Source: an optimization exercise on an open RTL-to-GDS flow (aim: small area). Production flows keep margins and buffers that such runs may drop. In this exercise RTL edits were held to simulation tests only and were not proved equivalent to the original. No activity file was given, so power comes from the tool's default toggle rates.

Setup of main:
==> flow/design.v <==
module rf_aoi222 (input logic a1, a2, b1, b2, c1, c2, output logic y);
  assign y = ~((a1 & a2) | (b1 & b2) | (c1 & c2));
endmodule
module rf_nand2 (input logic a, b, output logic y);
  assign y = ~(a & b);
endmodule
module rf_nand3 (input logic a, b, c, output logic y);
  assign y = ~(a & b & c);
endmodule
module rf_nand4 (input logic a, b, c, d, output logic y);
  assign y = ~(a & b & c & d);
endmodule
module rf_or2 (input logic a, b, output logic y);
  assign y = a | b;
endmodule
module rf_or3 (input logic a, b, c, output logic y);
  assign y = a | b | c;
endmodule
module rf_or4 (input logic a, b, c, d, output logic y);
  assign y = a | b | c | d;
endmodule
module rf_mux_bit #(parameter int N = 34) (
  input  logic [N-1:0] s,
  input  logic [N-1:0] d,
  output logic         y
);
  localparam int A3 = N / 3;                 
  localparam int G1 = A3 + N % 3;            
  localparam int G2 = (G1 + 3) / 4;          
  logic [G1-1:0] l1;                         
  logic [G2-1:0] l2;                         
  genvar g;
  generate
    for (g = 0; g < G1; g++) begin : g_l1
      if (g < A3) begin : g3
        rf_aoi222 u (.a1(s[3*g]), .a2(d[3*g]), .b1(s[3*g+1]), .b2(d[3*g+1]),
                     .c1(s[3*g+2]), .c2(d[3*g+2]), .y(l1[g]));
      end else begin : g1
        rf_nand2 u (.a(s[3*A3+g-A3]), .b(d[3*A3+g-A3]), .y(l1[g]));
      end
    end
    for (g = 0; g < G2; g++) begin : g_l2
      if (4 * g + 3 < G1) begin : g4
        rf_nand4 u (.a(l1[4*g]), .b(l1[4*g+1]), .c(l1[4*g+2]), .d(l1[4*g+3]), .y(l2[g]));
      end else if (4 * g + 2 < G1) begin : g3
        rf_nand3 u (.a(l1[4*g]), .b(l1[4*g+1]), .c(l1[4*g+2]), .y(l2[g]));
      end else begin : g2
        rf_nand2 u (.a(l1[4*g]), .b(l1[4*g+1]), .y(l2[g]));
      end
    end
    if (G2 == 4) begin : g_o4
      rf_or4 u (.a(l2[0]), .b(l2[1]), .c(l2[2]), .d(l2[3]), .y(y));
    end else if (G2 == 3) begin : g_o3
      rf_or3 u (.a(l2[0]), .b(l2[1]), .c(l2[2]), .y(y));
    end else begin : g_o2
      rf_or2 u (.a(l2[0]), .b(l2[1]), .y(y));
    end
  endgenerate
endmodule
module rf_mux #(parameter int N = 34) (
  input  logic [N-1:0]    s,
  input  logic [N*32-1:0] d,                 
  output logic [31:0]     y
);
  genvar b, i;
  generate
    for (b = 0; b < 32; b++) begin : g_bit
      logic [N-1:0] col;
      for (i = 0; i < N; i++) begin : g_col
        assign col[i] = d[32*i + b];
      end
      rf_mux_bit #(.N(N)) u (.s(s), .d(col), .y(y[b]));
    end
  endgenerate
endmodule
module Core (
  input  logic        clock,
  input  logic        reset,
  output logic [31:0] imem_addr,
  input  logic [31:0] imem_rdata,
  output logic        dmem_req,
  output logic [31:0] dmem_addr,
  input  logic [31:0] dmem_rdata,
  output logic        wb_valid,
  output logic [4:0]  wb_addr,
  output logic [31:0] wb_data
);
  localparam logic [1:0] C_LOAD = 2'b00;
  localparam logic [1:0] C_OPIMM = 2'b01;
  localparam logic [1:0] C_JAL = 2'b10;
  localparam logic [1:0] C_OP = 2'b11;
  logic [29:0] pc;
  logic        d_v;
  logic [1:0]  d_cls;
  logic [31:7] d_f;
  logic        e_v;
  logic [1:0]  e_cls;
  logic [4:0]  e_rd;
  logic [31:12] e_f;
  logic [31:0] e_a;       
  logic        m_v;
  logic        m_ld;
  logic [4:0]  m_rd;
  logic [31:0] m_res;
  logic        w_v;
  logic [4:0]  w_rd;
  logic [31:0] w_data;
  logic [31:0] rf [1:31];
  logic [4:0] d_rs1, d_rs2, d_rd;
  logic d_op, d_opimm, d_load, d_jal;
  assign d_rs1 = d_f[19:15];
  assign d_rs2 = d_f[24:20];
  assign d_rd  = d_f[11:7];
  assign d_op    = d_v & (d_cls == C_OP);
  assign d_opimm = d_v & (d_cls == C_OPIMM);
  assign d_load  = d_v & (d_cls == C_LOAD);
  assign d_jal   = d_v & (d_cls == C_JAL);
  logic e_load;
  assign e_load = e_v & (e_cls == C_LOAD);
  logic wbh1, wbh2, lu1, lu2;
  assign wbh1 = (d_rs1 == w_rd) & (d_rs1 != e_rd) & (d_rs1 != m_rd) & w_v & (w_rd != 5'd0);
  assign wbh2 = (d_rs2 == w_rd) & (d_rs2 != e_rd) & (d_rs2 != m_rd) & w_v & (w_rd != 5'd0);
  assign lu1  = e_load & (d_rs1 == e_rd);
  assign lu2  = e_load & (d_rs2 == e_rd);
  logic stall, flush;
  assign stall = (d_op & (wbh1 | wbh2 | lu1 | lu2)) | ((d_opimm | d_load) & (wbh1 | lu1));
  assign flush = e_v & (e_cls == C_JAL);
  logic fa_m, fa_w, fb_m, fb_w;
  assign fa_m = (d_op | d_opimm) & (d_rs1 == e_rd) & (e_rd != 5'd0) & e_v;
  assign fa_w = (d_op | d_opimm) & (d_rs1 == m_rd) & (m_rd != 5'd0) & m_v & ~fa_m;
  assign fb_m = d_op & (d_rs2 == e_rd) & (e_rd != 5'd0) & e_v;
  assign fb_w = d_op & (d_rs2 == m_rd) & (m_rd != 5'd0) & m_v & ~fb_m;
  logic [31:0]      alu, w_next;
  logic [33:0]      ra_s;
  logic [34*32-1:0] ra_d;
  logic [31:0]      rs1_val;
  always_comb begin
    for (int k = 1; k < 32; k++) begin
      ra_s[k-1] = (d_rs1 == 5'(k)) & ~d_jal & ~fa_m & ~fa_w;
      ra_d[32*(k-1) +: 32] = rf[k];
    end
    ra_s[31] = d_jal;
    ra_d[32*31 +: 32] = {pc, 2'b00};
    ra_s[32] = fa_m;
    ra_d[32*32 +: 32] = alu;
    ra_s[33] = fa_w;
    ra_d[32*33 +: 32] = w_next;
  end
  rf_mux #(.N(34)) u_rd_a (.s(ra_s), .d(ra_d), .y(rs1_val));
  logic [4:0] e_rs2;
  logic e_jal;
  assign e_rs2 = e_f[24:20];
  assign e_jal = e_v & (e_cls == C_JAL);
  logic e_fbm, e_fbw;     
  logic [29:0] jal_off;   
  assign jal_off = {{12{e_f[31]}}, e_f[19:12], e_f[20], e_f[30:22]} - 30'd1;
  logic [31:0] op_a, op_b, imm;
  assign op_a = e_a;
  assign imm = (e_cls == C_JAL) ? {jal_off, 2'b00} : {{20{e_f[31]}}, e_f[31:20]};
  logic [33:0]      rb_s;
  logic [34*32-1:0] rb_d;
  always_comb begin
    for (int k = 1; k < 32; k++) begin
      rb_s[k-1] = (e_rs2 == 5'(k)) & (e_cls == C_OP) & ~e_fbm & ~e_fbw;
      rb_d[32*(k-1) +: 32] = rf[k];
    end
    rb_s[31] = e_fbm;
    rb_d[32*31 +: 32] = m_res;
    rb_s[32] = e_fbw;
    rb_d[32*32 +: 32] = w_data;
    rb_s[33] = (e_cls != C_OP);
    rb_d[32*33 +: 32] = imm;
  end
  rf_mux #(.N(34)) u_rd_b (.s(rb_s), .d(rb_d), .y(op_b));
  logic sub, slt, lt;
  logic [31:0] sum;
  assign sub = (e_cls == C_OP) & (e_f[30] | e_f[13]);
  assign slt = (e_cls == C_OP) & e_f[13];
  logic [31:0] bx, g0, p0;
  assign bx = sub ? ~op_b : op_b;
  assign g0 = op_a & bx;
  assign p0 = op_a ^ bx;
  logic [31:0] G;       
  always_comb begin
    logic [31:0] g, p;
    g = g0; p = p0;
    g[0] = g0[0] | (p0[0] & sub);
    for (int l = 0; l < 5; l++)
      for (int i = 0; i < 32; i++)
        if ((i + 1) % (2 << l) == 0) begin
          g[i] = g[i] | (p[i] & g[i-(1<<l)]);
          p[i] = p[i] & p[i-(1<<l)];
        end
    for (int l = 3; l >= 0; l--)
      for (int i = 0; i < 32; i++)
        if (i >= (3 << l) - 1 && (i + 1 - (3 << l)) % (2 << l) == 0) begin
          g[i] = g[i] | (p[i] & g[i-(1<<l)]);
          p[i] = p[i] & p[i-(1<<l)];
        end
    G = g;
  end
  assign sum = p0 ^ {G[30:0], sub};
  assign lt  = (op_a[31] ^ op_b[31]) ? op_a[31] : sum[31];
  assign alu = slt ? {31'd0, lt} : sum;
  always_ff @(posedge clock) begin
    if (reset)
      pc <= 30'd0;
    else if (flush)
      pc <= sum[31:2];
    else if (!stall)
      pc <= pc + 30'd1;
  end
  always_ff @(posedge clock) begin
    d_v <= ~(reset | flush);
    if (!stall) begin
      d_cls <= imem_rdata[5:4];
      d_f   <= imem_rdata[31:7];
    end
  end
  logic e_go;
  assign e_go = d_v & ~stall & ~flush & ~reset;
  always_ff @(posedge clock) begin
    e_v   <= e_go;
    e_rd  <= e_go ? d_rd : 5'd0;
    e_cls <= d_cls;
    e_f   <= d_f[31:12];
    e_a   <= rs1_val;
    e_fbm <= fb_m;
    e_fbw <= fb_w;
  end
  always_ff @(posedge clock) begin
    m_v   <= e_v;
    m_ld  <= (e_cls == C_LOAD);
    m_rd  <= e_rd;
    m_res <= e_jal ? e_a : alu;
  end
  assign w_next = m_ld ? dmem_rdata : m_res;
  always_ff @(posedge clock) begin
    w_v    <= m_v;
    w_rd   <= m_rd;
    w_data <= w_next;
  end
  logic [31:0] rf_wdata;
  assign rf_wdata = reset ? 32'd0 : w_data;
  genvar i;
  generate
    for (i = 1; i < 32; i++) begin : g_rf
      always_ff @(posedge clock) begin
        if (reset | (w_v & (w_rd == i)))
          rf[i] <= rf_wdata;
      end
    end
  endgenerate
  assign imem_addr = {pc, 2'b00};
  assign dmem_req  = m_v & m_ld;
  assign dmem_addr = m_res;
  assign wb_valid  = w_v;
  assign wb_addr   = w_rd;
  assign wb_data   = w_data;
endmodule
Settings: LEC_CHECK=0, CAP_MARGIN=20, CORE_MARGIN=2, CORE_UTILIZATION=50, PLACE_DENSITY=0.6, SLEW_MARGIN=20, SYNTH_HIERARCHICAL=1; clock period 8.0 ns.
standard.sh (not shown) runs the stock make flow with config.mk's settings and CLKGATE_MAP_FILE= SYNTH_SCRIPT=/design/flow/synth_recipe.tcl, a recipe that flattens the netlist after the stock synthesis.
==> flow/flow/run.sh <==
#!/bin/bash
# Layout flow: the standard ORFS flow, with two changes of how the layout
# is built (the design, clock period and constraints are unchanged):
#  - ports are buffered with the smallest buffer cell instead of the default;
#  - clock tree synthesis clusters more sinks per leaf buffer and inserts no
#    dummy loads.
# Each tool's full output stays in orfs/logs/ (ORFS's own per-step logs) and
# the make output in flow_make.log, both in this work folder.
set -euo pipefail
export BUFFER_PORTS_ARGS="-buffer_cell sky130_fd_sc_hd__buf_1"
export CTS_ARGS="-sink_clustering_enable -repair_clock_nets -dont_use_dummy_load -sink_clustering_size 25 -sink_clustering_max_diameter 100 -buf_list sky130_fd_sc_hd__clkbuf_16"
bash standard.sh > flow_make.log 2>&1
[inputs] the feature branch vs main
-- flow/design.v --
<<< main, line 137
  always_comb begin
    for (int k = 1; k < 32; k++) begin
      ra_s[k-1] = (d_rs1 == 5'(k)) & ~d_jal & ~fa_m & ~fa_w;
      ra_d[32*(k-1) +: 32] = rf[k];
    end
>>> the feature branch, line 137
  always_comb begin
    for (int k = 1; k < 32; k++) begin
      ra_s[k-1] = (d_rs1 == k) & ~d_jal & ~fa_m & ~fa_w;
      ra_d[32*(k-1) +: 32] = rf[k];
    end
<<< main, line 162
  always_comb begin
    for (int k = 1; k < 32; k++) begin
      rb_s[k-1] = (e_rs2 == 5'(k)) & (e_cls == C_OP) & ~e_fbm & ~e_fbw;
      rb_d[32*(k-1) +: 32] = rf[k];
    end
>>> the feature branch, line 162
  always_comb begin
    for (int k = 1; k < 32; k++) begin
      rb_s[k-1] = (e_rs2 == k) & (e_cls == C_OP) & ~e_fbm & ~e_fbw;
      rb_d[32*(k-1) +: 32] = rf[k];
    end
<<< main, line 177
  assign sub = (e_cls == C_OP) & (e_f[30] | e_f[13]);
  assign slt = (e_cls == C_OP) & e_f[13];
  logic [31:0] bx, g0, p0;
  assign bx = sub ? ~op_b : op_b;
  assign g0 = op_a & bx;
  assign p0 = op_a ^ bx;
  logic [31:0] G;       
  always_comb begin
    logic [31:0] g, p;
    g = g0; p = p0;
    g[0] = g0[0] | (p0[0] & sub);
    for (int l = 0; l < 5; l++)
      for (int i = 0; i < 32; i++)
        if ((i + 1) % (2 << l) == 0) begin
          g[i] = g[i] | (p[i] & g[i-(1<<l)]);
          p[i] = p[i] & p[i-(1<<l)];
        end
    for (int l = 3; l >= 0; l--)
      for (int i = 0; i < 32; i++)
        if (i >= (3 << l) - 1 && (i + 1 - (3 << l)) % (2 << l) == 0) begin
          g[i] = g[i] | (p[i] & g[i-(1<<l)]);
          p[i] = p[i] & p[i-(1<<l)];
        end
    G = g;
  end
  assign sum = p0 ^ {G[30:0], sub};
  assign lt  = (op_a[31] ^ op_b[31]) ? op_a[31] : sum[31];
  assign alu = slt ? {31'd0, lt} : sum;
>>> the feature branch, line 177
  assign sub = (e_cls == C_OP) & (e_f[30] | e_f[13]);
  assign slt = (e_cls == C_OP) & e_f[13];
  assign sum = op_a + (sub ? ~op_b : op_b) + {31'd0, sub};
  assign lt  = (op_a[31] ^ op_b[31]) ? op_a[31] : sum[31];
  assign alu = slt ? {31'd0, lt} : sum;
[summary]
- For the feature branch, the launch point of the worst path was e_fbm$_DFF_P_, unlike main, where it was e_cls[0]$_DFF_P_.
- Of the two candidates, main has the better power after layout and the feature branch the worse one.
- Count of maximum capacitance violations delta (the feature branch -> main): insignificant
- Compared the feature branch vs main, and met1 routed wirelength after detailed routing is up in the feature branch.
- Between the feature branch and main, it is the feature branch whose relative slew slack is higher, by 4.1 points.
- Compared the feature branch against main; area added between synthesis and finish within noise.
- NOTE: area after synthesis in the feature branch exceeds that of main
- In the feature branch, the share of the clock period used by the worst path came out 7.4 points below the value in main.
- The sequential share of layout area in the feature branch sits 0.81 points below the value recorded for main.
- Delta (the feature branch minus main): global-route track usage on met3 has increased, fraction of the mapped netlist area in compound gates now sits higher, switching power as a share of total power now sits higher.
- Switching power summed over all nets grows by a few percent when moving from main to the feature branch.
- The feature branch ended up with a lower relative contribution of the clock network to total power than main did.

[what the ideal ports hide]
How much do the figures lean on ideal ports? The routed layouts below were timed once more, with nothing changed but the port constraints. Step 1 sets driving cells, clkbuf_16 on the clock port and buf_2 on the other inputs (assumed; they add their load-dependent delay and slew). Step 2 times the ports against the registers' clock, not the clock port: input delays grow and output delays shrink by t, the midpoint of the rising clock arrivals with the driver on. Slacks: ideal ports / drivers / drivers and shift; pairs: ideal ports / drivers.
run | shift t [ns] | slack for setup (ns) | worst data-port slew with drivers (ns) | pins driven straight from the clock port
main | 0.742 | 0.313 / 0.313 / 0.313 | 0.05 | 1
the feature branch | 0.760 | 0.905 / 0.905 / 0.905 | 0.05 | 1
After both steps setup and hold are still met in every run listed.
